Context: an optimization exercise on an open-source flow, tuned for small area, a short achievable clock period and few clock cycles per item. The choices shown serve that exercise and are no tape-out recipe.
Only simulation tests tie the RTL to the original design; equivalence was not proved.

===== flow/config.mk =====
export PLATFORM = sky130hd
export DESIGN_NAME = net_4_8_12_16_16_1_10
export DESIGN_NICKNAME = net_4_8_12_16_16_1_10
export VERILOG_FILES = /design/flow/design.v
export SDC_FILE = /design/flow/constraint.sdc
export NUM_CORES = 4
export LEC_CHECK = 0
export ABC_AREA = 1
export CAP_MARGIN = 50
export CORE_MARGIN = 2
export CORE_UTILIZATION = 60
export SLEW_MARGIN = 70

===== flow/constraint.sdc =====
create_clock -name core_clock -period 12.0 [get_ports {clk}]
set_input_delay 2.4000 -clock core_clock [delete_from_list [all_inputs] [get_ports {clk}]]
set_output_delay 2.4000 -clock core_clock [all_outputs]
set_load 0.01 [all_outputs]

===== flow/design.v =====
module net_4_8_12_16_16_1_10(clk, reset, input_valid, input_ready, input_data, output_valid, output_ready, output_data);
	input clk, reset, input_valid, output_ready;
	input signed [15 : 0] input_data;
	output signed [15 : 0] output_data;
	output output_valid, input_ready;
	logic [3:0] pos;           
	logic [15:0] pos1h;        
	logic [2:0] vf;            
	logic [2:0] cnt;           
	logic lch;                 
	logic in_rdy;
	logic sv;                  
	logic fv;                  
	logic go;                  
	logic starve;              
	logic in_xfer, launch, wrap, idle, new_valid;
	logic [3:0] pos_n;
	logic [2:0] vf_n;
	assign in_xfer = input_valid & in_rdy;
	assign idle = ~vf[0] & ~vf[1] & ~(vf[2] & (pos <= 4'd8));
	assign wrap = go & (pos == 4'd15);
	assign launch = go & ~lch & (cnt != 3'd0) & (wrap | idle);
	assign new_valid = go & ((pos >= 4'd9) ? vf[1] : vf[2]);
	always_comb begin
		pos_n = pos;
		vf_n = vf;
		if (launch) begin
			pos_n = 4'd0;
			vf_n = {vf[1:0], 1'b1};
		end else if (wrap) begin
			pos_n = 4'd0;
			vf_n = {vf[1:0], 1'b0};
		end else if (go) begin
			pos_n = pos + 4'd1;
		end
	end
	function automatic logic [5:0] nxt(input logic xf, input logic [2:0] cnt, input logic lch,
		input logic launch, input logic busy, input logic [3:0] pos_n);
		logic [2:0] c;
		logic l, r, st;
		c = cnt + {2'b0, xf};
		l = lch | launch;
		if (l && c == 3'd4) begin
			c = 3'd0;
			l = 1'b0;
		end
		r = (c != 3'd4) & (l | ~busy | (pos_n >= 4'd11));
		st = l & ((pos_n == 4'd0 && c < 3'd2) || (pos_n == 4'd1 && c < 3'd3) ||
		          (pos_n == 4'd2 && c < 3'd4));
		nxt = {c, l, r, st};
	endfunction
	logic [5:0] nx0, nx1, nx;
	assign nx0 = nxt(1'b0, cnt, lch, launch, vf_n[0], pos_n);
	assign nx1 = nxt(1'b1, cnt, lch, launch, vf_n[0], pos_n);
	assign nx = in_xfer ? nx1 : nx0;
	always_ff @(posedge clk) begin
		if (reset) begin
			pos <= 4'd0;
			pos1h <= 16'd1;
			vf <= 3'd0;
			cnt <= 3'd0;
			lch <= 1'b0;
			in_rdy <= 1'b1;
			starve <= 1'b0;
		end else begin
			pos <= pos_n;
			pos1h <= 16'd1 << pos_n;
			vf <= vf_n;
			{cnt, lch, in_rdy, starve} <= nx;
		end
	end
	assign go = ~sv & ~starve;
	function automatic logic [16:0] prodq(input logic [5:0] k, input logic [14:0] x);
		logic s, a4, a8, b1, b2, bn;
		logic [17:0] pa, pb, m;
		logic [15:0] q;
		{s, a4, a8, b1, b2, bn} = k;
		pa = ({18{a4}} & {1'b0, x, 2'b0}) | ({18{a8}} & {x, 3'b0});
		pb = ({18{b1}} & {3'b0, x}) | ({18{b2}} & {2'b0, x, 1'b0}) | ({18{bn}} & ~{3'b0, x});
		m = pa + pb + {17'b0, bn};
		prodq = {s, m[17:15] != 3'b000, m[14:0]};
	endfunction
	function automatic logic [16:0] prodq1(input logic [9:0] k, input logic [15:0] xs);
		logic s, sx, a4, a8, b1, b2, bn;
		logic [14:0] x;
		logic [3:0] wa;
		logic [18:0] pa, pb, m;
		logic [15:0] q;
		{s, a4, a8, b1, b2, bn, wa} = k;
		{sx, x} = xs;
		pa = ({19{a4}} & {2'b0, x, 2'b0}) | ({19{a8}} & {1'b0, x, 3'b0});
		pb = ({19{b1}} & {4'b0, x}) | ({19{b2}} & {3'b0, x, 1'b0}) | ({19{bn}} & ~{4'b0, x});
		m = pa + pb + {18'b0, bn} + {15'b0, wa & {4{sx}}};
		prodq1 = {s ^ sx, m[18:15] != 4'b0000, m[14:0]};
	endfunction
	function automatic logic [16:0] ext(input logic [16:0] p);
		ext = {p[16], p[15] ? 16'h7fff : ({1'b0, p[14:0]} ^ {16{p[16]}})};
	endfunction
	function automatic logic signed [15:0] sat17(input logic [16:0] s);
		if (s[16] == s[15]) sat17 = s[15:0];
		else sat17 = s[16] ? 16'sh8000 : 16'sh7fff;
	endfunction
	function automatic logic [14:0] relu17(input logic [16:0] s);
		if (s[16]) relu17 = 15'd0;
		else if (s[15]) relu17 = 15'h7fff;
		else relu17 = s[14:0];
	endfunction
	logic [15:0] x1_0;    
	logic [16:0] p1_0;
	logic [9:0] k1_0, k1_0_r;
	logic [15:0] x1_1;    
	logic [16:0] p1_1;
	logic [9:0] k1_1, k1_1_r;
	logic [15:0] x1_2;    
	logic [16:0] p1_2;
	logic [9:0] k1_2, k1_2_r;
	logic [15:0] x1_3;    
	logic [16:0] p1_3;
	logic [9:0] k1_3, k1_3_r;
	logic signed [15:0] a1_1;
	logic signed [15:0] a1_2;
	logic [14:0] y1;
	logic [14:0] x2_0, x2_0_n;
	logic [16:0] p2_0;
	logic [5:0] k2_0, k2_0_r;
	logic [14:0] x2_1, x2_1_n;
	logic [16:0] p2_1;
	logic [5:0] k2_1, k2_1_r;
	logic [14:0] x2_2, x2_2_n;
	logic [16:0] p2_2;
	logic [5:0] k2_2, k2_2_r;
	logic [14:0] x2_3, x2_3_n;
	logic [16:0] p2_3;
	logic [5:0] k2_3, k2_3_r;
	logic [14:0] x2_4, x2_4_n;
	logic [16:0] p2_4;
	logic [5:0] k2_4, k2_4_r;
	logic [14:0] x2_5, x2_5_n;
	logic [16:0] p2_5;
	logic [5:0] k2_5, k2_5_r;
	logic [14:0] x2_6, x2_6_n;
	logic [16:0] p2_6;
	logic [5:0] k2_6, k2_6_r;
	logic [14:0] x2_7, x2_7_n;
	logic [16:0] p2_7;
	logic [5:0] k2_7, k2_7_r;
	logic signed [15:0] a2_1;
	logic signed [15:0] a2_2;
	logic signed [15:0] a2_3;
	logic signed [15:0] a2_4;
	logic signed [15:0] a2_5;
	logic signed [15:0] a2_6;
	logic [14:0] y2;
	logic [14:0] x3_0, x3_0_n;
	logic [16:0] p3_0;
	logic [5:0] k3_0, k3_0_r;
	logic [14:0] x3_1, x3_1_n;
	logic [16:0] p3_1;
	logic [5:0] k3_1, k3_1_r;
	logic [14:0] x3_2, x3_2_n;
	logic [16:0] p3_2;
	logic [5:0] k3_2, k3_2_r;
	logic [14:0] x3_3, x3_3_n;
	logic [16:0] p3_3;
	logic [5:0] k3_3, k3_3_r;
	logic [14:0] x3_4, x3_4_n;
	logic [16:0] p3_4;
	logic [5:0] k3_4, k3_4_r;
	logic [14:0] x3_5, x3_5_n;
	logic [16:0] p3_5;
	logic [5:0] k3_5, k3_5_r;
	logic [14:0] x3_6, x3_6_n;
	logic [16:0] p3_6;
	logic [5:0] k3_6, k3_6_r;
	logic [14:0] x3_7, x3_7_n;
	logic [16:0] p3_7;
	logic [5:0] k3_7, k3_7_r;
	logic [14:0] x3_8, x3_8_n;
	logic [16:0] p3_8;
	logic [5:0] k3_8, k3_8_r;
	logic [14:0] x3_9, x3_9_n;
	logic [16:0] p3_9;
	logic [5:0] k3_9, k3_9_r;
	logic [14:0] x3_10, x3_10_n;
	logic [16:0] p3_10;
	logic [5:0] k3_10, k3_10_r;
	logic [14:0] x3_11, x3_11_n;
	logic [16:0] p3_11;
	logic [5:0] k3_11, k3_11_r;
	logic signed [16:0] a3_0;
	logic signed [15:0] a3_1;
	logic signed [15:0] a3_2;
	logic signed [15:0] a3_3;
	logic signed [15:0] a3_4;
	logic signed [15:0] a3_5;
	logic signed [15:0] a3_6;
	logic signed [15:0] a3_7;
	logic signed [15:0] a3_8;
	logic signed [15:0] a3_9;
	logic signed [15:0] a3_10;
	logic [14:0] y3;
	always_ff @(posedge clk) begin
		if (in_xfer && cnt == 3'd0) x1_0 <= {input_data[15], input_data[14:0] ^ {15{input_data[15]}}};
		if (in_xfer && cnt == 3'd1) x1_1 <= {input_data[15], input_data[14:0] ^ {15{input_data[15]}}};
		if (in_xfer && cnt == 3'd2) x1_2 <= {input_data[15], input_data[14:0] ^ {15{input_data[15]}}};
		if (in_xfer && cnt == 3'd3) x1_3 <= {input_data[15], input_data[14:0] ^ {15{input_data[15]}}};
	end
	assign x2_0_n = pos1h[4] ? y1 : x2_0;
	assign x2_1_n = pos1h[5] ? y1 : x2_1;
	assign x2_2_n = pos1h[6] ? y1 : x2_2;
	assign x2_3_n = pos1h[7] ? y1 : x2_3;
	assign x2_4_n = pos1h[8] ? y1 : x2_4;
	assign x2_5_n = pos1h[9] ? y1 : x2_5;
	assign x2_6_n = pos1h[10] ? y1 : x2_6;
	assign x2_7_n = pos1h[11] ? y1 : x2_7;
	always_ff @(posedge clk) begin
		x2_0 <= x2_0_n;
		x2_1 <= x2_1_n;
		x2_2 <= x2_2_n;
		x2_3 <= x2_3_n;
		x2_4 <= x2_4_n;
		x2_5 <= x2_5_n;
		x2_6 <= x2_6_n;
		x2_7 <= x2_7_n;
	end
	assign x3_0_n = pos1h[13] ? y2 : x3_0;
	assign x3_1_n = pos1h[14] ? y2 : x3_1;
	assign x3_2_n = pos1h[15] ? y2 : x3_2;
	assign x3_3_n = pos1h[0] ? y2 : x3_3;
	assign x3_4_n = pos1h[1] ? y2 : x3_4;
	assign x3_5_n = pos1h[2] ? y2 : x3_5;
	assign x3_6_n = pos1h[3] ? y2 : x3_6;
	assign x3_7_n = pos1h[4] ? y2 : x3_7;
	assign x3_8_n = pos1h[5] ? y2 : x3_8;
	assign x3_9_n = pos1h[6] ? y2 : x3_9;
	assign x3_10_n = pos1h[7] ? y2 : x3_10;
	assign x3_11_n = pos1h[8] ? y2 : x3_11;
	always_ff @(posedge clk) begin
		x3_0 <= x3_0_n;
		x3_1 <= x3_1_n;
		x3_2 <= x3_2_n;
		x3_3 <= x3_3_n;
		x3_4 <= x3_4_n;
		x3_5 <= x3_5_n;
		x3_6 <= x3_6_n;
		x3_7 <= x3_7_n;
		x3_8 <= x3_8_n;
		x3_9 <= x3_9_n;
		x3_10 <= x3_10_n;
		x3_11 <= x3_11_n;
	end
	localparam logic [15:0] R_k1_0_r_0 = 16'b0000000010101111;
	localparam logic [15:0] R_k1_0_r_1 = 16'b0000000011110001;
	localparam logic [15:0] R_k1_0_r_2 = 16'b0000000000000000;
	localparam logic [15:0] R_k1_0_r_3 = 16'b0000000011101110;
	localparam logic [15:0] R_k1_0_r_4 = 16'b0000000000000001;
	localparam logic [15:0] R_k1_0_r_5 = 16'b0000000000010000;
	localparam logic [15:0] R_k1_0_r_6 = 16'b0000000000000000;
	localparam logic [15:0] R_k1_0_r_7 = 16'b0000000011100001;
	localparam logic [15:0] R_k1_0_r_8 = 16'b0000000000010001;
	localparam logic [15:0] R_k1_0_r_9 = 16'b0000000011111110;
	assign k1_0_r = {R_k1_0_r_0[pos_n], R_k1_0_r_1[pos_n], R_k1_0_r_2[pos_n], R_k1_0_r_3[pos_n], R_k1_0_r_4[pos_n], R_k1_0_r_5[pos_n], R_k1_0_r_6[pos_n], R_k1_0_r_7[pos_n], R_k1_0_r_8[pos_n], R_k1_0_r_9[pos_n]};
	always_ff @(posedge clk) k1_0 <= k1_0_r;
	localparam logic [15:0] R_k1_1_r_0 = 16'b0000000011100001;
	localparam logic [15:0] R_k1_1_r_1 = 16'b0000000010111011;
	localparam logic [15:0] R_k1_1_r_2 = 16'b0000000000000000;
	localparam logic [15:0] R_k1_1_r_3 = 16'b0000000001000000;
	localparam logic [15:0] R_k1_1_r_4 = 16'b0000000000010000;
	localparam logic [15:0] R_k1_1_r_5 = 16'b0000000000001011;
	localparam logic [15:0] R_k1_1_r_6 = 16'b0000000000000000;
	localparam logic [15:0] R_k1_1_r_7 = 16'b0000000010110000;
	localparam logic [15:0] R_k1_1_r_8 = 16'b0000000000011011;
	localparam logic [15:0] R_k1_1_r_9 = 16'b0000000001001011;
	assign k1_1_r = {R_k1_1_r_0[pos_n], R_k1_1_r_1[pos_n], R_k1_1_r_2[pos_n], R_k1_1_r_3[pos_n], R_k1_1_r_4[pos_n], R_k1_1_r_5[pos_n], R_k1_1_r_6[pos_n], R_k1_1_r_7[pos_n], R_k1_1_r_8[pos_n], R_k1_1_r_9[pos_n]};
	always_ff @(posedge clk) k1_1 <= k1_1_r;
	localparam logic [15:0] R_k1_2_r_0 = 16'b0000000000100000;
	localparam logic [15:0] R_k1_2_r_1 = 16'b0000000101010110;
	localparam logic [15:0] R_k1_2_r_2 = 16'b0000000010000000;
	localparam logic [15:0] R_k1_2_r_3 = 16'b0000000000101000;
	localparam logic [15:0] R_k1_2_r_4 = 16'b0000000100000010;
	localparam logic [15:0] R_k1_2_r_5 = 16'b0000000011010000;
	localparam logic [15:0] R_k1_2_r_6 = 16'b0000000000000000;
	localparam logic [15:0] R_k1_2_r_7 = 16'b0000000110000110;
	localparam logic [15:0] R_k1_2_r_8 = 16'b0000000111010010;
	localparam logic [15:0] R_k1_2_r_9 = 16'b0000000011111000;
	assign k1_2_r = {R_k1_2_r_0[pos_n], R_k1_2_r_1[pos_n], R_k1_2_r_2[pos_n], R_k1_2_r_3[pos_n], R_k1_2_r_4[pos_n], R_k1_2_r_5[pos_n], R_k1_2_r_6[pos_n], R_k1_2_r_7[pos_n], R_k1_2_r_8[pos_n], R_k1_2_r_9[pos_n]};
	always_ff @(posedge clk) k1_2 <= k1_2_r;
	localparam logic [15:0] R_k1_3_r_0 = 16'b0000001101111000;
	localparam logic [15:0] R_k1_3_r_1 = 16'b0000000010001000;
	localparam logic [15:0] R_k1_3_r_2 = 16'b0000000101110000;
	localparam logic [15:0] R_k1_3_r_3 = 16'b0000000010000000;
	localparam logic [15:0] R_k1_3_r_4 = 16'b0000001000000100;
	localparam logic [15:0] R_k1_3_r_5 = 16'b0000000100111000;
	localparam logic [15:0] R_k1_3_r_6 = 16'b0000000001000000;
	localparam logic [15:0] R_k1_3_r_7 = 16'b0000000110110000;
	localparam logic [15:0] R_k1_3_r_8 = 16'b0000001100111100;
	localparam logic [15:0] R_k1_3_r_9 = 16'b0000000110111000;
	assign k1_3_r = {R_k1_3_r_0[pos_n], R_k1_3_r_1[pos_n], R_k1_3_r_2[pos_n], R_k1_3_r_3[pos_n], R_k1_3_r_4[pos_n], R_k1_3_r_5[pos_n], R_k1_3_r_6[pos_n], R_k1_3_r_7[pos_n], R_k1_3_r_8[pos_n], R_k1_3_r_9[pos_n]};
	always_ff @(posedge clk) k1_3 <= k1_3_r;
	always_ff @(posedge clk) if (go) begin
		p1_0 <= prodq1(k1_0, x1_0);
		p1_1 <= prodq1(k1_1, x1_1);
		p1_2 <= prodq1(k1_2, x1_2);
		p1_3 <= prodq1(k1_3, x1_3);
	end
	localparam logic [15:0] R_k2_0_r_0 = 16'b1000101001000000;
	localparam logic [15:0] R_k2_0_r_1 = 16'b0000110001000000;
	localparam logic [15:0] R_k2_0_r_2 = 16'b0011001000000000;
	localparam logic [15:0] R_k2_0_r_3 = 16'b0000000110100000;
	localparam logic [15:0] R_k2_0_r_4 = 16'b1100100000000000;
	localparam logic [15:0] R_k2_0_r_5 = 16'b0011011001000000;
	assign k2_0_r = {R_k2_0_r_0[pos_n], R_k2_0_r_1[pos_n], R_k2_0_r_2[pos_n], R_k2_0_r_3[pos_n], R_k2_0_r_4[pos_n], R_k2_0_r_5[pos_n]};
	always_ff @(posedge clk) k2_0 <= k2_0_r;
	localparam logic [15:0] R_k2_1_r_0 = 16'b0100101010000001;
	localparam logic [15:0] R_k2_1_r_1 = 16'b0100101010100000;
	localparam logic [15:0] R_k2_1_r_2 = 16'b0000000001000001;
	localparam logic [15:0] R_k2_1_r_3 = 16'b1100011100000000;
	localparam logic [15:0] R_k2_1_r_4 = 16'b0010100000000000;
	localparam logic [15:0] R_k2_1_r_5 = 16'b0000000001000001;
	assign k2_1_r = {R_k2_1_r_0[pos_n], R_k2_1_r_1[pos_n], R_k2_1_r_2[pos_n], R_k2_1_r_3[pos_n], R_k2_1_r_4[pos_n], R_k2_1_r_5[pos_n]};
	always_ff @(posedge clk) k2_1 <= k2_1_r;
	localparam logic [15:0] R_k2_2_r_0 = 16'b0000111111000000;
	localparam logic [15:0] R_k2_2_r_1 = 16'b0001000000000000;
	localparam logic [15:0] R_k2_2_r_2 = 16'b0000100011000001;
	localparam logic [15:0] R_k2_2_r_3 = 16'b0010011000000000;
	localparam logic [15:0] R_k2_2_r_4 = 16'b0000000100000010;
	localparam logic [15:0] R_k2_2_r_5 = 16'b0001000000000001;
	assign k2_2_r = {R_k2_2_r_0[pos_n], R_k2_2_r_1[pos_n], R_k2_2_r_2[pos_n], R_k2_2_r_3[pos_n], R_k2_2_r_4[pos_n], R_k2_2_r_5[pos_n]};
	always_ff @(posedge clk) k2_2 <= k2_2_r;
	localparam logic [15:0] R_k2_3_r_0 = 16'b0001000010000100;
	localparam logic [15:0] R_k2_3_r_1 = 16'b1110011100000100;
	localparam logic [15:0] R_k2_3_r_2 = 16'b0000000010000001;
	localparam logic [15:0] R_k2_3_r_3 = 16'b0000101000000000;
	localparam logic [15:0] R_k2_3_r_4 = 16'b1001000000000010;
	localparam logic [15:0] R_k2_3_r_5 = 16'b0010000000000101;
	assign k2_3_r = {R_k2_3_r_0[pos_n], R_k2_3_r_1[pos_n], R_k2_3_r_2[pos_n], R_k2_3_r_3[pos_n], R_k2_3_r_4[pos_n], R_k2_3_r_5[pos_n]};
	always_ff @(posedge clk) k2_3 <= k2_3_r;
	localparam logic [15:0] R_k2_4_r_0 = 16'b0110000000000011;
	localparam logic [15:0] R_k2_4_r_1 = 16'b1110100000001000;
	localparam logic [15:0] R_k2_4_r_2 = 16'b0001000000000110;
	localparam logic [15:0] R_k2_4_r_3 = 16'b1000100000001000;
	localparam logic [15:0] R_k2_4_r_4 = 16'b0000001000000001;
	localparam logic [15:0] R_k2_4_r_5 = 16'b0011000000000110;
	assign k2_4_r = {R_k2_4_r_0[pos_n], R_k2_4_r_1[pos_n], R_k2_4_r_2[pos_n], R_k2_4_r_3[pos_n], R_k2_4_r_4[pos_n], R_k2_4_r_5[pos_n]};
	always_ff @(posedge clk) k2_4 <= k2_4_r;
	localparam logic [15:0] R_k2_5_r_0 = 16'b1001100000001110;
	localparam logic [15:0] R_k2_5_r_1 = 16'b1111011000010101;
	localparam logic [15:0] R_k2_5_r_2 = 16'b0000100000001010;
	localparam logic [15:0] R_k2_5_r_3 = 16'b0000000000010000;
	localparam logic [15:0] R_k2_5_r_4 = 16'b0100000000000000;
	localparam logic [15:0] R_k2_5_r_5 = 16'b1001110000000010;
	assign k2_5_r = {R_k2_5_r_0[pos_n], R_k2_5_r_1[pos_n], R_k2_5_r_2[pos_n], R_k2_5_r_3[pos_n], R_k2_5_r_4[pos_n], R_k2_5_r_5[pos_n]};
	always_ff @(posedge clk) k2_5 <= k2_5_r;
	localparam logic [15:0] R_k2_6_r_0 = 16'b0010010000110111;
	localparam logic [15:0] R_k2_6_r_1 = 16'b1010110000101110;
	localparam logic [15:0] R_k2_6_r_2 = 16'b0000000000000001;
	localparam logic [15:0] R_k2_6_r_3 = 16'b0100100000110110;
	localparam logic [15:0] R_k2_6_r_4 = 16'b0011000000001000;
	localparam logic [15:0] R_k2_6_r_5 = 16'b0000010000000001;
	assign k2_6_r = {R_k2_6_r_0[pos_n], R_k2_6_r_1[pos_n], R_k2_6_r_2[pos_n], R_k2_6_r_3[pos_n], R_k2_6_r_4[pos_n], R_k2_6_r_5[pos_n]};
	always_ff @(posedge clk) k2_6 <= k2_6_r;
	localparam logic [15:0] R_k2_7_r_0 = 16'b1111000000011000;
	localparam logic [15:0] R_k2_7_r_1 = 16'b1000000001111111;
	localparam logic [15:0] R_k2_7_r_2 = 16'b0000100000000000;
	localparam logic [15:0] R_k2_7_r_3 = 16'b0000000000000010;
	localparam logic [15:0] R_k2_7_r_4 = 16'b0111000000101101;
	localparam logic [15:0] R_k2_7_r_5 = 16'b0000100000000000;
	assign k2_7_r = {R_k2_7_r_0[pos_n], R_k2_7_r_1[pos_n], R_k2_7_r_2[pos_n], R_k2_7_r_3[pos_n], R_k2_7_r_4[pos_n], R_k2_7_r_5[pos_n]};
	always_ff @(posedge clk) k2_7 <= k2_7_r;
	always_ff @(posedge clk) if (go) begin
		p2_0 <= prodq(k2_0, x2_0_n);
		p2_1 <= prodq(k2_1, x2_1_n);
		p2_2 <= prodq(k2_2, x2_2_n);
		p2_3 <= prodq(k2_3, x2_3_n);
		p2_4 <= prodq(k2_4, x2_4_n);
		p2_5 <= prodq(k2_5, x2_5_n);
		p2_6 <= prodq(k2_6, x2_6_n);
		p2_7 <= prodq(k2_7, x2_7_n);
	end
	localparam logic [15:0] R_k3_0_r_0 = 16'b1010011011111111;
	localparam logic [15:0] R_k3_0_r_1 = 16'b1100111010100000;
	localparam logic [15:0] R_k3_0_r_2 = 16'b0000000100011100;
	localparam logic [15:0] R_k3_0_r_3 = 16'b0010000000000000;
	localparam logic [15:0] R_k3_0_r_4 = 16'b0000011001000011;
	localparam logic [15:0] R_k3_0_r_5 = 16'b1000000100101100;
	assign k3_0_r = {R_k3_0_r_0[pos_n], R_k3_0_r_1[pos_n], R_k3_0_r_2[pos_n], R_k3_0_r_3[pos_n], R_k3_0_r_4[pos_n], R_k3_0_r_5[pos_n]};
	always_ff @(posedge clk) k3_0 <= k3_0_r;
	localparam logic [15:0] R_k3_1_r_0 = 16'b1010100001101001;
	localparam logic [15:0] R_k3_1_r_1 = 16'b1110100111100101;
	localparam logic [15:0] R_k3_1_r_2 = 16'b0000001000000000;
	localparam logic [15:0] R_k3_1_r_3 = 16'b0000010000101000;
	localparam logic [15:0] R_k3_1_r_4 = 16'b0001100100000000;
	localparam logic [15:0] R_k3_1_r_5 = 16'b0100001000000001;
	assign k3_1_r = {R_k3_1_r_0[pos_n], R_k3_1_r_1[pos_n], R_k3_1_r_2[pos_n], R_k3_1_r_3[pos_n], R_k3_1_r_4[pos_n], R_k3_1_r_5[pos_n]};
	always_ff @(posedge clk) k3_1 <= k3_1_r;
	localparam logic [15:0] R_k3_2_r_0 = 16'b0101011000100111;
	localparam logic [15:0] R_k3_2_r_1 = 16'b0101110110001110;
	localparam logic [15:0] R_k3_2_r_2 = 16'b0010000000000000;
	localparam logic [15:0] R_k3_2_r_3 = 16'b0000011000110000;
	localparam logic [15:0] R_k3_2_r_4 = 16'b1000000010000011;
	localparam logic [15:0] R_k3_2_r_5 = 16'b0111100100001100;
	assign k3_2_r = {R_k3_2_r_0[pos_n], R_k3_2_r_1[pos_n], R_k3_2_r_2[pos_n], R_k3_2_r_3[pos_n], R_k3_2_r_4[pos_n], R_k3_2_r_5[pos_n]};
	always_ff @(posedge clk) k3_2 <= k3_2_r;
	localparam logic [15:0] R_k3_3_r_0 = 16'b1010100001101110;
	localparam logic [15:0] R_k3_3_r_1 = 16'b1000110010110111;
	localparam logic [15:0] R_k3_3_r_2 = 16'b0010000101000000;
	localparam logic [15:0] R_k3_3_r_3 = 16'b0100000000101000;
	localparam logic [15:0] R_k3_3_r_4 = 16'b0001000000000111;
	localparam logic [15:0] R_k3_3_r_5 = 16'b1000000101010000;
	assign k3_3_r = {R_k3_3_r_0[pos_n], R_k3_3_r_1[pos_n], R_k3_3_r_2[pos_n], R_k3_3_r_3[pos_n], R_k3_3_r_4[pos_n], R_k3_3_r_5[pos_n]};
	always_ff @(posedge clk) k3_3 <= k3_3_r;
	localparam logic [15:0] R_k3_4_r_0 = 16'b1100110001111000;
	localparam logic [15:0] R_k3_4_r_1 = 16'b0110000100001111;
	localparam logic [15:0] R_k3_4_r_2 = 16'b0001100001110000;
	localparam logic [15:0] R_k3_4_r_3 = 16'b0010010000001001;
	localparam logic [15:0] R_k3_4_r_4 = 16'b1000001100000100;
	localparam logic [15:0] R_k3_4_r_5 = 16'b0101100000000000;
	assign k3_4_r = {R_k3_4_r_0[pos_n], R_k3_4_r_1[pos_n], R_k3_4_r_2[pos_n], R_k3_4_r_3[pos_n], R_k3_4_r_4[pos_n], R_k3_4_r_5[pos_n]};
	always_ff @(posedge clk) k3_4 <= k3_4_r;
	localparam logic [15:0] R_k3_5_r_0 = 16'b0010101111011010;
	localparam logic [15:0] R_k3_5_r_1 = 16'b0000110000101111;
	localparam logic [15:0] R_k3_5_r_2 = 16'b0110001010000000;
	localparam logic [15:0] R_k3_5_r_3 = 16'b0000000000000111;
	localparam logic [15:0] R_k3_5_r_4 = 16'b1001000101010000;
	localparam logic [15:0] R_k3_5_r_5 = 16'b0100101010101000;
	assign k3_5_r = {R_k3_5_r_0[pos_n], R_k3_5_r_1[pos_n], R_k3_5_r_2[pos_n], R_k3_5_r_3[pos_n], R_k3_5_r_4[pos_n], R_k3_5_r_5[pos_n]};
	always_ff @(posedge clk) k3_5 <= k3_5_r;
	localparam logic [15:0] R_k3_6_r_0 = 16'b1110000100001100;
	localparam logic [15:0] R_k3_6_r_1 = 16'b0011000000110110;
	localparam logic [15:0] R_k3_6_r_2 = 16'b1100001100001000;
	localparam logic [15:0] R_k3_6_r_3 = 16'b0000100010010110;
	localparam logic [15:0] R_k3_6_r_4 = 16'b0000010001100000;
	localparam logic [15:0] R_k3_6_r_5 = 16'b1101001100000000;
	assign k3_6_r = {R_k3_6_r_0[pos_n], R_k3_6_r_1[pos_n], R_k3_6_r_2[pos_n], R_k3_6_r_3[pos_n], R_k3_6_r_4[pos_n], R_k3_6_r_5[pos_n]};
	always_ff @(posedge clk) k3_6 <= k3_6_r;
	localparam logic [15:0] R_k3_7_r_0 = 16'b1110101100010011;
	localparam logic [15:0] R_k3_7_r_1 = 16'b0001010010100010;
	localparam logic [15:0] R_k3_7_r_2 = 16'b0000100000001001;
	localparam logic [15:0] R_k3_7_r_3 = 16'b0010000000110000;
	localparam logic [15:0] R_k3_7_r_4 = 16'b1100011101000000;
	localparam logic [15:0] R_k3_7_r_5 = 16'b0001000000001011;
	assign k3_7_r = {R_k3_7_r_0[pos_n], R_k3_7_r_1[pos_n], R_k3_7_r_2[pos_n], R_k3_7_r_3[pos_n], R_k3_7_r_4[pos_n], R_k3_7_r_5[pos_n]};
	always_ff @(posedge clk) k3_7 <= k3_7_r;
	localparam logic [15:0] R_k3_8_r_0 = 16'b0010100111111000;
	localparam logic [15:0] R_k3_8_r_1 = 16'b1010101001000011;
	localparam logic [15:0] R_k3_8_r_2 = 16'b0000000110100000;
	localparam logic [15:0] R_k3_8_r_3 = 16'b0000000000001111;
	localparam logic [15:0] R_k3_8_r_4 = 16'b1000110000010000;
	localparam logic [15:0] R_k3_8_r_5 = 16'b0000001011100000;
	assign k3_8_r = {R_k3_8_r_0[pos_n], R_k3_8_r_1[pos_n], R_k3_8_r_2[pos_n], R_k3_8_r_3[pos_n], R_k3_8_r_4[pos_n], R_k3_8_r_5[pos_n]};
	always_ff @(posedge clk) k3_8 <= k3_8_r;
	localparam logic [15:0] R_k3_9_r_0 = 16'b1110101010000001;
	localparam logic [15:0] R_k3_9_r_1 = 16'b1010010010001011;
	localparam logic [15:0] R_k3_9_r_2 = 16'b0100001000000000;
	localparam logic [15:0] R_k3_9_r_3 = 16'b1010000100010001;
	localparam logic [15:0] R_k3_9_r_4 = 16'b0001100000000000;
	localparam logic [15:0] R_k3_9_r_5 = 16'b0000010000000000;
	assign k3_9_r = {R_k3_9_r_0[pos_n], R_k3_9_r_1[pos_n], R_k3_9_r_2[pos_n], R_k3_9_r_3[pos_n], R_k3_9_r_4[pos_n], R_k3_9_r_5[pos_n]};
	always_ff @(posedge clk) k3_9 <= k3_9_r;
	localparam logic [15:0] R_k3_10_r_0 = 16'b0100000011100011;
	localparam logic [15:0] R_k3_10_r_1 = 16'b1101000100101111;
	localparam logic [15:0] R_k3_10_r_2 = 16'b0000010001000000;
	localparam logic [15:0] R_k3_10_r_3 = 16'b1100000000110001;
	localparam logic [15:0] R_k3_10_r_4 = 16'b0011000010001100;
	localparam logic [15:0] R_k3_10_r_5 = 16'b0000010100000010;
	assign k3_10_r = {R_k3_10_r_0[pos_n], R_k3_10_r_1[pos_n], R_k3_10_r_2[pos_n], R_k3_10_r_3[pos_n], R_k3_10_r_4[pos_n], R_k3_10_r_5[pos_n]};
	always_ff @(posedge clk) k3_10 <= k3_10_r;
	localparam logic [15:0] R_k3_11_r_0 = 16'b0100000101001010;
	localparam logic [15:0] R_k3_11_r_1 = 16'b0101111111011001;
	localparam logic [15:0] R_k3_11_r_2 = 16'b0000000000000000;
	localparam logic [15:0] R_k3_11_r_3 = 16'b0000001000100011;
	localparam logic [15:0] R_k3_11_r_4 = 16'b0111110100010000;
	localparam logic [15:0] R_k3_11_r_5 = 16'b0000000010000000;
	assign k3_11_r = {R_k3_11_r_0[pos_n], R_k3_11_r_1[pos_n], R_k3_11_r_2[pos_n], R_k3_11_r_3[pos_n], R_k3_11_r_4[pos_n], R_k3_11_r_5[pos_n]};
	always_ff @(posedge clk) k3_11 <= k3_11_r;
	always_ff @(posedge clk) if (go) begin
		p3_0 <= prodq(k3_0, x3_0_n);
		p3_1 <= prodq(k3_1, x3_1_n);
		p3_2 <= prodq(k3_2, x3_2_n);
		p3_3 <= prodq(k3_3, x3_3_n);
		p3_4 <= prodq(k3_4, x3_4_n);
		p3_5 <= prodq(k3_5, x3_5_n);
		p3_6 <= prodq(k3_6, x3_6_n);
		p3_7 <= prodq(k3_7, x3_7_n);
		p3_8 <= prodq(k3_8, x3_8_n);
		p3_9 <= prodq(k3_9, x3_9_n);
		p3_10 <= prodq(k3_10, x3_10_n);
		p3_11 <= prodq(k3_11, x3_11_n);
	end
	always_ff @(posedge clk) begin
		if (go) begin
			a1_1 <= sat17(ext(p1_0) + ext(p1_1) + {16'b0, p1_0[16]} + {16'b0, p1_1[16]});
			a1_2 <= sat17({a1_1[15], a1_1} + ext(p1_2) + {16'b0, p1_2[16]});
			y1 <= relu17({a1_2[15], a1_2} + ext(p1_3) + {16'b0, p1_3[16]});
		end
	end
	always_ff @(posedge clk) begin
		if (go) begin
			a2_1 <= sat17(ext(p2_0) + ext(p2_1) + {16'b0, p2_0[16]} + {16'b0, p2_1[16]});
			a2_2 <= sat17({a2_1[15], a2_1} + ext(p2_2) + {16'b0, p2_2[16]});
			a2_3 <= sat17({a2_2[15], a2_2} + ext(p2_3) + {16'b0, p2_3[16]});
			a2_4 <= sat17({a2_3[15], a2_3} + ext(p2_4) + {16'b0, p2_4[16]});
			a2_5 <= sat17({a2_4[15], a2_4} + ext(p2_5) + {16'b0, p2_5[16]});
			a2_6 <= sat17({a2_5[15], a2_5} + ext(p2_6) + {16'b0, p2_6[16]});
			y2 <= relu17({a2_6[15], a2_6} + ext(p2_7) + {16'b0, p2_7[16]});
		end
	end
	always_ff @(posedge clk) begin
		if (go) begin
			a3_0 <= p3_0;   
			a3_1 <= sat17(ext(a3_0) + {16'b0, a3_0[16]} + ext(p3_1) + {16'b0, p3_1[16]});
			a3_2 <= sat17({a3_1[15], a3_1} + ext(p3_2) + {16'b0, p3_2[16]});
			a3_3 <= sat17({a3_2[15], a3_2} + ext(p3_3) + {16'b0, p3_3[16]});
			a3_4 <= sat17({a3_3[15], a3_3} + ext(p3_4) + {16'b0, p3_4[16]});
			a3_5 <= sat17({a3_4[15], a3_4} + ext(p3_5) + {16'b0, p3_5[16]});
			a3_6 <= sat17({a3_5[15], a3_5} + ext(p3_6) + {16'b0, p3_6[16]});
			a3_7 <= sat17({a3_6[15], a3_6} + ext(p3_7) + {16'b0, p3_7[16]});
			a3_8 <= sat17({a3_7[15], a3_7} + ext(p3_8) + {16'b0, p3_8[16]});
			a3_9 <= sat17({a3_8[15], a3_8} + ext(p3_9) + {16'b0, p3_9[16]});
			a3_10 <= sat17({a3_9[15], a3_9} + ext(p3_10) + {16'b0, p3_10[16]});
		end
	end
	logic [14:0] y3_new;
	assign y3_new = relu17({a3_10[15], a3_10} + ext(p3_11) + {16'b0, p3_11[16]});
	logic [14:0] s;
	logic y3_free;
	assign y3_free = ~fv | output_ready;
	always_ff @(posedge clk) begin
		if (y3_free) y3 <= sv ? s : y3_new;
		if (!y3_free && go) s <= y3_new;
	end
	always_ff @(posedge clk) begin
		if (reset) begin
			fv <= 1'b0;
			sv <= 1'b0;
		end else begin
			fv <= (output_ready | ~fv) ? (sv | new_valid) : 1'b1;
			sv <= (output_ready | ~fv) ? 1'b0 : (go ? new_valid : sv);
		end
	end
	assign output_valid = fv;
	assign output_data = {1'b0, y3};
	assign input_ready = in_rdy;
endmodule

===== flow/flow/run.sh =====
#!/bin/bash
set -euo pipefail
export BUFFER_PORTS_ARGS="-buffer_cell sky130_fd_sc_hd__buf_4"
export SETUP_SLACK_MARGIN=8.6
bash standard.sh > standard.log 2>&1

===== flow/standard.sh =====
#!/bin/bash
# synth_recipe.tcl (not shown) runs the flow's synth.tcl, then flattens the netlist and writes it again
# the make line also repeats each setting of config.mk as NAME=value (left out here)
make -C /OpenROAD-flow-scripts/flow DESIGN_CONFIG=/design/flow/config.mk WORK_HOME=/design/flow/orfs CLKGATE_MAP_FILE= SYNTH_SCRIPT=/design/flow/synth_recipe.tcl "${@:-finish}"

==> impl_metrics.yaml, run 1 <==
run_status:
  outcome: "finished clean"
final_layout:
  area_growth_pct: 11.0
  layout-drive-gt1-share: 0.0794
  fin_nets: 13400
  final_core_util: 0.670
  fillerInstances: 13400
routing:
  remaining_drc_errors: 0
  route.detailed.wl_per_inst_um: 19.1
  dr_total_vias: 86200
  drt_iter0_drc: 8584
  drt-pass1-iter-count: 8
  ant_nets: 0
  vias_per_cell: 5.89
  drt_wl_total_um: 279000
floorplan:
  initial_core_util: 0.603
  die_area_mm2: 0.162
  rows: 146
  die_w_um: 403
  die_h_um: 403
  core_mm2: 0.158
  pin_count: 38
global_route:
  grt_remaining_overflow: 0
  antenna_found_initial: 6
  grt_pass1_vias: 79000
  grt_max_degree: 65
  grt_pass1_wl_um: 431000
  grt.total_usage: 0.333
sta:
  setup_slack_ns: 8.08
  report.final.setup_viol: 0
  holdWs_ns: 0.408
  period_needed_ns: 3.92
  fmax_mhz: 255
  clock-skew-final_ns: 0.0262
  tns_ns: 0
  rsz0062_at_grt: "yes"
  period_share: 0.327
  hold_viol: 0
  final_max_slew_viol_count: 0
critical_path:
  cp_cell_sequence: "buf_6"
  critPathTopFamily: "flip-flops"
  timing.rr.end: "a1_1[10]$_DFFE_PN_"
  path_class: "reg -> out"
  reg2reg_slack_ns: 8.74
  worstRegToRegCells: 14
  max_stage_delay_ns: 0.53
  r2r_start: "p1_1[16]$_DFFE_PN_"
  cp-start-kind: "flip-flop"
  cp.arrival_ns: 1.52
  path_buf_inv: 1
  required_ns: 9.60
  crit_path_end_kind: "output port"
  cp_max_fo: 1
  slowest_stage: "edfxtp_1"
yosys:
  synthCells: 12400
  synthDominantCellAreaShare: 0.263
  synth_top_family_by_area: "simple AND/OR/NAND/NOR gates"
  syn_area_per_cell_um2: 7.71
  synthArstFlopShare: 0
  yosys.area.top_type: "edfxtp_1"
  synth_compound_area_frac: 0.182
  yosysUniqueCellTypes: 57
  yosys_warnings: 1
  seq_area_frac_synth: 0.363
  synth_xor_area_frac: 0.0543
  synth_seq_cells: 1309
  synth_area_mm2: 0.0954
  synth_nets: 13300
  synth_fa_ha_area_frac: 0.124
  ys.flop_type: "edfxtp_1"
  synth-edff-count: 837
  synth-simple-area-share: 0.204
  muxShareOfSynthArea: 0
  synthTopCellsByArea: "edfxtp_1 (26%), nand2_1 (13%), ha_1 (11%), dfxtp_1 (9.9%), inv_1 (5.5%)"
clock_tree:
  cts_tree: "yes"
  clk_pin_slew_ns: 0.06
  ctsRootBufferMaster: "clkbuf_16"
  ctsHoldBuffers: 0
  cts_buffer_depth: 3
  numClockSinks: 1309
  clk_latency_ns: 0.78
  htreeDepth: 4
  numCtsBuffers: 149
min_path:
  hold_path_depth: 0
  hold_start: "k3_7[5]$_DFF_P_"
  hold_path_class: "reg -> reg"
  whs_endpoint: "p3_7[16]$_DFFE_PN_"
placement:
  place.gp.congestion: 0.977
  io_buffers: 36
  dp_slack_ns: 8.14
  place_hpwl_um: 211000
run:
  drv_cap: 0
## synthesized netlist by cell type (13+ instances only)
library cell	number
nor2_1	717
a21oi_1	961
a211oi_1	17
nand3b_1	112
nand3_1	516
buf_1	24
clkbuf_1	292
a31oi_1	20
edfxtp_1	837
nor4_1	20
a21boi_0	41
o21bai_1	71
a21o_1	77
o31ai_1	14
buf_4	23
inv_2	13
nand2_1	3198
o21a_1	30
xor2_1	410
o211a_1	17
nor3_1	130
o221ai_1	193
xnor2_1	180
o22ai_1	297
dfxtp_1	472
o211ai_1	136
ha_1	856
nand4_1	53
o21ai_1	49
a221oi_1	23
buf_2	53
inv_1	1390
o21ai_0	992
fa_1	55
o21ai_2	22
## worst register-to-register path: stages, from the launching register on
cell      delay, ns
edfxtp_1       0.43
buf_4          0.16
buf_4          0.15
fa_1           0.47
ha_2           0.21
fa_1           0.46
nand3_1        0.09
nand2_1        0.11
a21oi_4        0.20
o21ai_2        0.11
nand2_1        0.10
nand3_1        0.11
nand4_1        0.20
buf_4          0.17
nand2_1        0.06
## how the worst max path moves through the flow
| stage | from | endpoint | slack, ns | cells past startpoint |
|---|---|---|---|---|
| after floorplan | sv$_SDFFE_PP0N_ | in_rdy$_SDFF_PP1_ | 3.00 | 12 |
| after detailed placement | p3_1[16]$_DFFE_PN_ | a3_1[12]$_DFFE_PN_ | 8.14 | 16 |
| after global routing | y3[5]$_DFFE_PP_ | output_data[5] | 8.07 | 1 |
| final | y3[3]$_DFFE_PP_ | output_data[3] | 8.08 | 1 |
| after global placement | sv$_SDFFE_PP0N_ | a2_4[6]$_DFFE_PN_ | 6.87 | 6 |
| after CTS | y3[3]$_DFFE_PP_ | output_data[3] | 8.06 | 1 |
## placed cells by master (no fill, tap or decap), drive strengths merged, types with 136 or more instances in the layout
cell type,count
xnor2,180
dfxtp,472
nand2,3203
o211ai,136
a21oi,964
ha,856
clkbuf,209
nand3,519
o22ai,297
xor2,411
buf,275
o21ai,1064
inv,1383
nor2,725
edfxtp,837
o221ai,193
## what timing repair did
| item | CTS | global route |
|---|---|---|
| gates cloned | 3 | 17 |
| gates resized for setup | 115 | 244 |
| setup endpoints to repair | 419 | 429 |
| pin swaps | 6 | 26 |
| setup buffers | 25 | 105 |
## per-stage QoR
| stage | std cells | area (um2) |
|---|---|---|
| final | 14600 | 106000 |
| after global routing | 14600 | 106000 |
| after CTS | 14500 | 104000 |
| after detailed placement | 14200 | 98500 |
| after global placement | 14100 | 97000 |
| after floorplan | 12400 | 95700 |
## cell type report
cell class	instances	area (um2)	area share
inverters	1408	5520	0.0521
repair buffers	283	2730	0.0257
multi-input cells	9259	55200	0.521
diodes	4	10.0	0.0000945
well taps	2072	2590	0.0245
flip-flops and latches	1309	34700	0.328
repair inverters	18	90.1	0.000851
clock buffers	201	4300	0.0406
clock inverters	72	792	0.00748
## cell families (layout without fill, tap and decap cells)
kind of cell             count (synthesis)  in the layout
buffers and inverters                 1810           1982
AND/OR/NAND/NOR                       4772           4774
flip-flops                            1309           1309
AO/OA/AOI/OAI                         2982           2982
adder cells (fa/ha/maj)                911            911
XOR/XNOR                               591            591
other                                    1              5
## per-layer routing
metal  global-route usage  vias up  routed length [um]
met5                    0        -                  27
met4                0.111        4                9710
met3               0.0508      524               22200
met2                0.515     3021              122000
met1                0.476    40100              125000
li1                     -    42600                   -
Testbench counts, summed over its fixed seeds: cycles 2,272, items 128.
==> inputs of run 2 (changes only) <==
--- a/flow/config.mk
+++ b/flow/config.mk
@@ -9,4 +9,4 @@
 export CAP_MARGIN = 50
 export CORE_MARGIN = 2
-export CORE_UTILIZATION = 60
+export CORE_UTILIZATION = 65
 export SLEW_MARGIN = 70
==> run 2 against run 1 <==
  * Still clean on timing, DRC and antenna
  * Flip-flop and latch count stayed put
  * Die area is 7.6% lower
  * Setup slack better by 0.058 ns
  * Non-clock buffer count is 5 higher
==> impl_metrics.yaml, run 2 <==
yosys:
  yosys.area.top_type: "edfxtp_1"
  seq_area_frac_synth: 0.363
  ys.flop_type: "edfxtp_1"
  yosys_warnings: 1
  synthTopCellsByCount: "nand2_1 (3198), inv_1 (1390), o21ai_0 (992)"
  syn_area_per_cell_um2: 7.71
  synthCells: 12400
  yosysUniqueCellTypes: 57
  synth_area_mm2: 0.0954
  synth_seq_cells: 1309
  synth_nets: 13300
  yosysMostFrequentCell: "nand2_1"
  synthTopCellsByArea: "edfxtp_1 (26%), nand2_1 (13%), ha_1 (11%), dfxtp_1 (9.9%), inv_1 (5.5%)"
  synth-edff-count: 837
  synthArstFlopShare: 0
  synthDominantCellAreaShare: 0.263
routing:
  route.detailed.wl_per_inst_um: 19.0
  vias_per_cell: 6.02
  drt_wl_total_um: 275000
  dr_total_vias: 87200
  ant_nets: 0
  drt_iter0_drc: 8486
  remaining_drc_errors: 0
  drt-pass1-iter-count: 13
final_layout:
  fin_nets: 13400
  seqCellArea_mm2: 0.0347
  final_core_util: 0.725
  stdcell_area_mm2: 0.106
  area_growth_pct: 10.7
  mostFrequentLayoutCells: "nand2_1 (3157), inv_1 (1279), a21oi_1 (925), ha_1 (848), edfxtp_1 (837)"
  fillerInstances: 11500
  final_common_cell: "nand2_1"
  multi_input_area_mm2: 0.0551
  layout-drive-gt1-share: 0.0795
clock_tree:
  numCtsBuffers: 146
  ctsHoldBuffers: 0
  clk_pin_slew_ns: 0.06
  clk_latency_ns: 0.79
  ctsRootBufferMaster: "clkbuf_16"
  htreeDepth: 4
  cts_tree: "yes"
  cts_buffer_depth: 3
  numClockSinks: 1309
run:
  drv_cap: 0
sta:
  clock-skew-final_ns: 0.0319
  report.final.setup_viol: 0
  period_needed_ns: 3.86
  period_share: 0.322
  fmax_mhz: 259
  rsz0062_at_grt: "yes"
  setup_slack_ns: 8.14
  final_max_slew_viol_count: 0
  hold_viol: 0
  tns_ns: 0
global_route:
  grt_remaining_overflow: 0
  grt_max_degree: 63
  grt_pass1_wl_um: 425000
  met2_usage: 0.579
  grt.total_usage: 0.352
  use_met3: 0.0483
  top_usage_layer: "met2"
  antenna_found_initial: 3
  grt_pass1_vias: 80500
  grt.met1_usage: 0.469
critical_path:
  path_class: "reg -> out"
  cp_cell_sequence: "buf_6"
  path_buf_inv: 1
  max_stage_delay_ns: 0.51
  crit_path_end_kind: "output port"
  critPathTopFamily: "flip-flops"
  slowest_stage: "edfxtp_1"
  cp-start-kind: "flip-flop"
  critical_path.startpoint: "y3[2]$_DFFE_PP_"
  r2r_start: "p1_0[15]$_DFFE_PN_"
  required_ns: 9.60
  cp_max_fo: 1
  cp.arrival_ns: 1.46
placement:
  dp_slack_ns: 7.96
  place_hpwl_um: 207000
  io_buffers: 36
  placed_area_mm2: 0.0982
  place.gp.congestion: 0.997
min_path:
  hold_path_class: "reg -> reg"
  hold_start: "k3_4[5]$_DFF_P_"
floorplan:
  die_area_mm2: 0.150
  initial_core_util: 0.655
  die_h_um: 387
  die_w_um: 387
  rows: 140
  core_mm2: 0.146
  pin_count: 38
run_status:
  outcome: "finished clean"
[run 2: layout make-up]
class,count,share of cell area
clock inverter,79,0.00841
timing repair buffer,288,0.0257
tap,1917,0.0227
inverter,1408,0.0524
multi-input combinational,9261,0.522
antenna,5,0.000118
clock buffer,189,0.0389
sequential,1309,0.329
timing repair inverter,15,0.000723
[run 2: final timing paths]
check | end | slack [ns] | cells past startpoint
worst max-delay path | output_data[2] | 8.14 | 1
worst min-delay path | p3_4[16]$_DFFE_PN_ | 0.41 | 0
worst max register to register | a1_1[4]$_DFFE_PN_ | 8.69 | 15
worst min register to register | p3_4[16]$_DFFE_PN_ | 0.41 | 0
[run 2: per-stage QoR]
step	hold WS, ns	cells
floorplan	0.386	12400
global placement	0.392	14000
detailed placement	0.390	14000
CTS	0.405	14300
global route	0.417	14500
finish	0.407	14500
[run 2: layer usage]
metal	up-vias	part of all wire
met5	-	0
met4	0	0.044
met3	688	0.078
met2	3481	0.46
met1	40500	0.42
li1	42500	-
[run 2: kinds of logic after synthesis]
| group | after synthesis | share of synthesized area |
|---|---|---|
| AND/OR/NAND/NOR | 4772 | 0.204 |
| buffers and inverters | 1810 | 0.0735 |
| XOR/XNOR | 591 | 0.0543 |
| AO/OA/AOI/OAI | 2982 | 0.182 |
| flip-flops | 1309 | 0.363 |
| other | 1 | 0.0000393 |
| adder cells (fa/ha/maj) | 911 | 0.124 |
[run 2: what timing repair did]
item | CTS | global route
cloned | 3 | 16
buffers inserted | 25 | 120
hold endpoints to repair | 0 | 0
endpoints found under the setup margin | 345 | 405
pin swaps | 7 | 27
gates resized for setup | 120 | 236
==> inputs of run 3 (changes only) <==
--- a/flow/config.mk
+++ b/flow/config.mk
@@ -9,4 +9,4 @@
 export CAP_MARGIN = 50
 export CORE_MARGIN = 2
-export CORE_UTILIZATION = 65
+export CORE_UTILIZATION = 70
 export SLEW_MARGIN = 70
==> run 3 against run 2 <==
  * Count of clock-buffer cells in the layout shrank 5
  * Final cell count is 0.95% lower
  * Still clean
  * Clock skew rose by 0.011 ns
==> impl_metrics.yaml, run 3 <==
routing:
  highest_layer: "met5"
  wl_met3_um: 30200
  drt-pass1-iter-count: 9
  drt_wl_total_um: 288000
  drt_iter0_drc: 10800
  ant_nets: 0
  wl_met1_um: 115000
  route.detailed.wl_per_inst_um: 20.1
  dr_wl_met2_um: 128000
  dr_total_vias: 89900
  vias_per_cell: 6.27
  remaining_drc_errors: 0
sta:
  rsz0062_at_grt: "yes"
  period_share: 0.313
  report.final.setup_viol: 0
  clock-skew-final_ns: 0.0428
  final_max_slew_viol_count: 0
  worst_slew_pin_slew_ns: 0.533
  slew_headroom: 0.641
  fmax_mhz: 266
  period_needed_ns: 3.76
  hold_viol: 0
  tns_ns: 0
global_route:
  grt.total_usage: 0.394
  grt_pass1_wl_um: 441000
  grt_max_degree: 62
  antenna_found_initial: 11
  grt_remaining_overflow: 0
  grt_pass1_vias: 82500
yosys:
  ys.flop_type: "edfxtp_1"
  synthTopCellsByCount: "nand2_1 (3198), inv_1 (1390), o21ai_0 (992)"
  synth-edff-count: 837
  synth_nets: 13300
  seq_area_frac_synth: 0.363
  synthDominantCellAreaShare: 0.263
  yosysMostFrequentCell: "nand2_1"
  synthArstFlopShare: 0
  yosys_warnings: 1
  synth_seq_cells: 1309
  yosys.area.top_type: "edfxtp_1"
  syn_area_per_cell_um2: 7.71
  synthTopCellsByArea: "edfxtp_1 (26%), nand2_1 (13%), ha_1 (11%), dfxtp_1 (9.9%), inv_1 (5.5%)"
  synth_area_mm2: 0.0954
  yosysUniqueCellTypes: 57
  synthCells: 12400
clock_tree:
  ctsRootBufferMaster: "clkbuf_16"
  numClockSinks: 1309
  htreeDepth: 4
  cts_tree: "yes"
  ctsHoldBuffers: 0
  cts_buffer_depth: 3
  clk_latency_ns: 0.82
  numCtsBuffers: 147
  clk_pin_slew_ns: 0.07
floorplan:
  die_area_mm2: 0.139
  die_h_um: 373
  pin_count: 38
  core_mm2: 0.135
  initial_core_util: 0.705
  die_w_um: 373
  rows: 135
placement:
  placed_area_mm2: 0.0978
  place_hpwl_um: 210000
  io_buffers: 36
  place.gp.congestion: 1.02
final_layout:
  layout-drive-gt1-share: 0.0793
  final_core_util: 0.778
  stdcell_area_mm2: 0.105
  mostFrequentLayoutCells: "nand2_1 (3157), inv_1 (1278), a21oi_1 (927), ha_1 (849), edfxtp_1 (837)"
  fillerInstances: 9504
  final_common_cell: "nand2_1"
  area_growth_pct: 10.4
  fin_nets: 13400
critical_path:
  critPathTopFamily: "flip-flops"
  cp_cell_sequence: "buf_6"
  cp.arrival_ns: 1.36
  slowest_stage: "edfxtp_1"
  path_buf_inv: 1
  cp-start-kind: "flip-flop"
  max_stage_delay_ns: 0.42
  crit_path_end_kind: "output port"
  path_class: "reg -> out"
  cp_max_fo: 1
  required_ns: 9.60
run:
  drv_cap: 0
run_status:
  outcome: "finished clean"
min_path:
  hold_path_class: "reg -> reg"
[run 3: cell counts after synthesis]
Identical to the previous run, type by type.
[run 3: area by class of cell]
class | count | area (um2) | area share
repair inverters | 19 | 93.8 | 0.000891
clock buffers | 184 | 4030 | 0.0382
inverters | 1408 | 5490 | 0.0521
clock inverters | 92 | 1060 | 0.0101
repair buffers | 275 | 2650 | 0.0251
flip-flops and latches | 1309 | 34700 | 0.330
well taps | 1781 | 2230 | 0.0212
diodes | 5 | 12.5 | 0.000119
multi-input cells | 9260 | 55000 | 0.522
[run 3: kinds of logic (layout without fill, tap and decap cells)]
| logic type | Yosys count | in the layout | share of synthesized area |
|---|---|---|---|
| and+or+nand+nor | 4772 | 4775 | 0.204 |
| adders and majority gates | 911 | 911 | 0.124 |
| xor gates and xnor gates | 591 | 591 | 0.0543 |
| DFF | 1309 | 1309 | 0.363 |
| buffers and inverters | 1810 | 1978 | 0.0735 |
| AOI/OAI and AO/OA | 2982 | 2982 | 0.182 |
| other | 1 | 6 | 0.0000393 |
[run 3: final timing paths]
| check | cells past startpoint | to | start | slack [ns] |
|---|---|---|---|---|
| setup / recovery | 1 | output_data[11] | y3[11]$_DFFE_PP_ | 8.24 |
| hold / removal | 0 | a3_0[3]$_DFFE_PN_ | p3_0[3]$_DFFE_PN_ | 0.41 |
| setup reg to reg | 14 | a3_4[11]$_DFFE_PN_ | p3_4[16]$_DFFE_PN_ | 8.59 |
| hold reg to reg | 0 | a3_0[3]$_DFFE_PN_ | p3_0[3]$_DFFE_PN_ | 0.41 |
[run 3: metal layers]
layer | vias to the layer above | global-route usage
li1 | 42500 | -
met1 | 41600 | 0.529
met2 | 4911 | 0.620
met3 | 879 | 0.0732
met4 | 4 | 0.177
met5 | - | 0
[run 3: metrics by stage]
| stage | hold slack (ns) | instances | setup slack, ns |
|---|---|---|---|
| 5_1_grt | 0.425 | 14300 | 8.22 |
| 3_5_place_dp | 0.405 | 13900 | 8.15 |
| 4_1_cts | 0.411 | 14200 | 8.21 |
| 2_1_floorplan | 0.386 | 12400 | 3.00 |
| 3_3_place_gp | 0.395 | 13800 | 7.77 |
| 6_report | 0.411 | 14300 | 8.24 |
[run 3: what timing repair did]
item / 4_1_cts / 5_1_grt
gates resized for setup: 122 / 223
cloned: 4 / 18
buffers inserted: 30 / 104
pin swaps: 10 / 24
setup endpoints to repair: 398 / 402
==> inputs of run 4 (changes only) <==
--- a/flow/config.mk
+++ b/flow/config.mk
@@ -7,6 +7,6 @@
 export LEC_CHECK = 0
 export ABC_AREA = 1
-export CAP_MARGIN = 50
+export CAP_MARGIN = 20
 export CORE_MARGIN = 2
-export CORE_UTILIZATION = 70
-export SLEW_MARGIN = 70
+export CORE_UTILIZATION = 60
+export SLEW_MARGIN = 20
==> run 4 against run 3 <==
  * Still clean on timing, DRC and antenna
  * Core utilization decreased by 11 points
  * Final area up 0.82%
  * First-iteration DRC count shrank 18%
  * Clock skew down 0.0038 ns
  * Critical path depth unchanged
  * Final cell count is 2.7% higher
  * Maximum frequency shrank 4.5%
  * Via count decreased by 3.3%
  * Synthesized cell count stayed put
  * Critical endpoint is now output_data[4]
  * Highest routed layer unchanged
==> impl_metrics.yaml, run 4 <==
run_status:
  outcome: "finished clean"
routing:
  remaining_drc_errors: 0
  drt_wl_total_um: 284000
  vias_per_cell: 5.91
  drt-pass1-iter-count: 9
  route.detailed.wl_per_inst_um: 19.3
  ant_nets: 0
  wl_met1_um: 126000
  dr_wl_met2_um: 124000
  wl_met3_um: 23600
  dr_total_vias: 86900
  highest_layer: "met5"
  drt_iter0_drc: 8862
yosys:
  synthArstFlopShare: 0
  synth_fa_ha_area_frac: 0.124
  synth_area_mm2: 0.0954
  synthTopCellsByCount: "nand2_1 (3198), inv_1 (1390), o21ai_0 (992)"
  yosysMostFrequentCell: "nand2_1"
  synth_xor_area_frac: 0.0543
  synth-simple-area-share: 0.204
  muxShareOfSynthArea: 0
  synthCells: 12400
  synth_nets: 13300
  synthDominantCellAreaShare: 0.263
  ys.flop_type: "edfxtp_1"
  synth-edff-count: 837
  synth_top_family_by_area: "simple AND/OR/NAND/NOR gates"
  synth_compound_area_frac: 0.182
  yosysUniqueCellTypes: 57
  yosys_warnings: 1
  yosys.area.top_type: "edfxtp_1"
  seq_area_frac_synth: 0.363
  synth_seq_cells: 1309
  synthTopCellsByArea: "edfxtp_1 (26%), nand2_1 (13%), ha_1 (11%), dfxtp_1 (9.9%), inv_1 (5.5%)"
  syn_area_per_cell_um2: 7.71
critical_path:
  cp_cell_sequence: "buf_6"
  timing.rr.end: "a2_1[10]$_DFFE_PN_"
  path_buf_inv: 1
  required_ns: 9.60
  critPathTopFamily: "flip-flops"
  cp.arrival_ns: 1.54
  cp-start-kind: "flip-flop"
  crit_path_end_kind: "output port"
  worstRegToRegCells: 15
  max_stage_delay_ns: 0.55
  reg2reg_slack_ns: 8.71
  slowest_stage: "edfxtp_1"
  path_class: "reg -> out"
  cp_max_fo: 1
  r2r_start: "p2_0[16]$_DFFE_PN_"
final_layout:
  fin_nets: 13400
  mostFrequentLayoutCells: "nand2_1 (3157), inv_1 (1327), a21oi_1 (911), o21ai_0 (870), edfxtp_1 (837)"
  area_growth_pct: 11.3
  stdcell_area_mm2: 0.106
  final_common_cell: "nand2_1"
  layout-drive-gt1-share: 0.0800
run:
  drv_cap: 0
floorplan:
  die_w_um: 403
  die_h_um: 403
  core_mm2: 0.158
  die_area_mm2: 0.162
  pin_count: 38
  rows: 146
  initial_core_util: 0.603
clock_tree:
  cts_tree: "yes"
  clk_pin_slew_ns: 0.06
  htreeDepth: 4
  cts_buffer_depth: 3
  ctsRootBufferMaster: "clkbuf_16"
  clk_latency_ns: 0.79
  numClockSinks: 1309
  ctsHoldBuffers: 0
  numCtsBuffers: 149
sta:
  clock-skew-final_ns: 0.0391
  hold_viol: 0
  tns_ns: 0
  rsz0062_at_grt: "yes"
  fmax_mhz: 254
  period_share: 0.328
  report.final.setup_viol: 0
  worst_slew_pin_slew_ns: 1.25
  period_needed_ns: 3.94
  final_max_slew_viol_count: 0
  slew_headroom: 0.165
global_route:
  grt_max_degree: 165
  grt.total_usage: 0.336
  grt_pass1_wl_um: 434000
  grt_pass1_vias: 79500
  antenna_found_initial: 10
  grt_remaining_overflow: 0
placement:
  place_hpwl_um: 208000
  place.gp.congestion: 0.977
  io_buffers: 36
  placed_area_mm2: 0.0970
min_path:
  hold_path_depth: 0
  hold_path_class: "reg -> reg"
  hold_start: "p3_0[9]$_DFFE_PN_"
  whs_endpoint: "a3_0[9]$_DFFE_PN_"
-- run 4: area by class of cell --
| cell class | instances | area [um2] |
|---|---|---|
| diodes | 1 | 2.50 |
| clock buffers | 206 | 4300 |
| clock inverters | 71 | 692 |
| fillers | 13400 | 52000 |
| inverters | 1408 | 5510 |
| multi-input cells | 9261 | 54900 |
| flip-flops and latches | 1309 | 34700 |
| well taps | 2072 | 2590 |
| repair buffers | 361 | 3340 |
| repair inverters | 28 | 203 |
-- run 4: worst max-delay path by stage --
stage	startpoint	to	slack (ns)	cells past startpoint
final	y3[4]$_DFFE_PP_	output_data[4]	8.06	1
after detailed placement	sv$_SDFFE_PP0N_	a2_4[5]$_DFFE_PN_	6.72	6
after global routing	y3[4]$_DFFE_PP_	output_data[4]	8.03	1
after CTS	y3[5]$_DFFE_PP_	output_data[5]	8.06	1
after floorplan	sv$_SDFFE_PP0N_	in_rdy$_SDFF_PP1_	3.00	12
after global placement	sv$_SDFFE_PP0N_	a2_4[6]$_DFFE_PN_	6.87	6
-- run 4: cell families (layout without fill, tap and decap cells) --
| kind of cell | Yosys count | in the layout |
|---|---|---|
| AND/OR/NAND/NOR | 4772 | 4776 |
| AO/OA/AOI/OAI | 2982 | 2982 |
| buffers and inverters | 1810 | 2074 |
| flip-flops | 1309 | 1309 |
| adder cells (fa/ha/maj) | 911 | 911 |
| XOR/XNOR | 591 | 591 |
| other | 1 | 2 |
-- run 4: timing repair --
item,4_1_cts,5_1_grt
cloned,26,8
endpoints found under the setup margin,792,432
buffers inserted,125,166
pin swaps,12,47
resized for setup,168,396
-- run 4: routing by layer --
| metal | vias up | GRT usage |
|---|---|---|
| met5 | - | 0 |
| met4 | 8 | 0.113 |
| met3 | 539 | 0.0539 |
| met2 | 3232 | 0.520 |
| met1 | 40500 | 0.478 |
| li1 | 42700 | - |
-- run 4: through the flow --
stage	instances	utilization	worst slack, ns	hold WS (ns)
finish	14700	0.671	8.06	0.405
detailed placement	14100	0.613	6.72	0.389
floorplan	12400	-	3.00	0.386
global placement	14100	0.613	6.87	0.394
CTS	14500	0.656	8.06	0.404
global route	14700	0.671	8.03	0.419

static timing again, ports no longer ideal:
Ports are ideal in the flow. The routed layouts listed here were re-timed in OpenROAD. Step 1 assumes that a clkbuf_16 drives the clock port and a buf_2 every other input. Step 2 moves the port delays by t, midway between the first and last clock arrival at a register: inputs arrive t later, outputs are due t later. That takes back most of the time a late clock gives input paths. Slacks: ideal ports / drivers / drivers and shift; pairs: ideal ports / drivers.
run	t (ns)	slack for setup (ns)	slew at the worst register clock pin (ns)	cell pins on the clock port's net
run 1	0.857	8.081 / 7.988 / 8.185	0.07 / 0.07	1
run 2	0.853	8.139 / 8.060 / 8.346	0.07 / 0.07	1
run 3	0.875	8.242 / 8.162 / 8.163	0.07 / 0.07	1
run 4	0.858	8.065 / 7.982 / 8.023	0.07 / 0.07	1
After both steps every run listed still meets setup and hold. The setup slack of run 3, which loses most, moves by -0.080 ns with the drivers and by -0.079 ns with both steps.
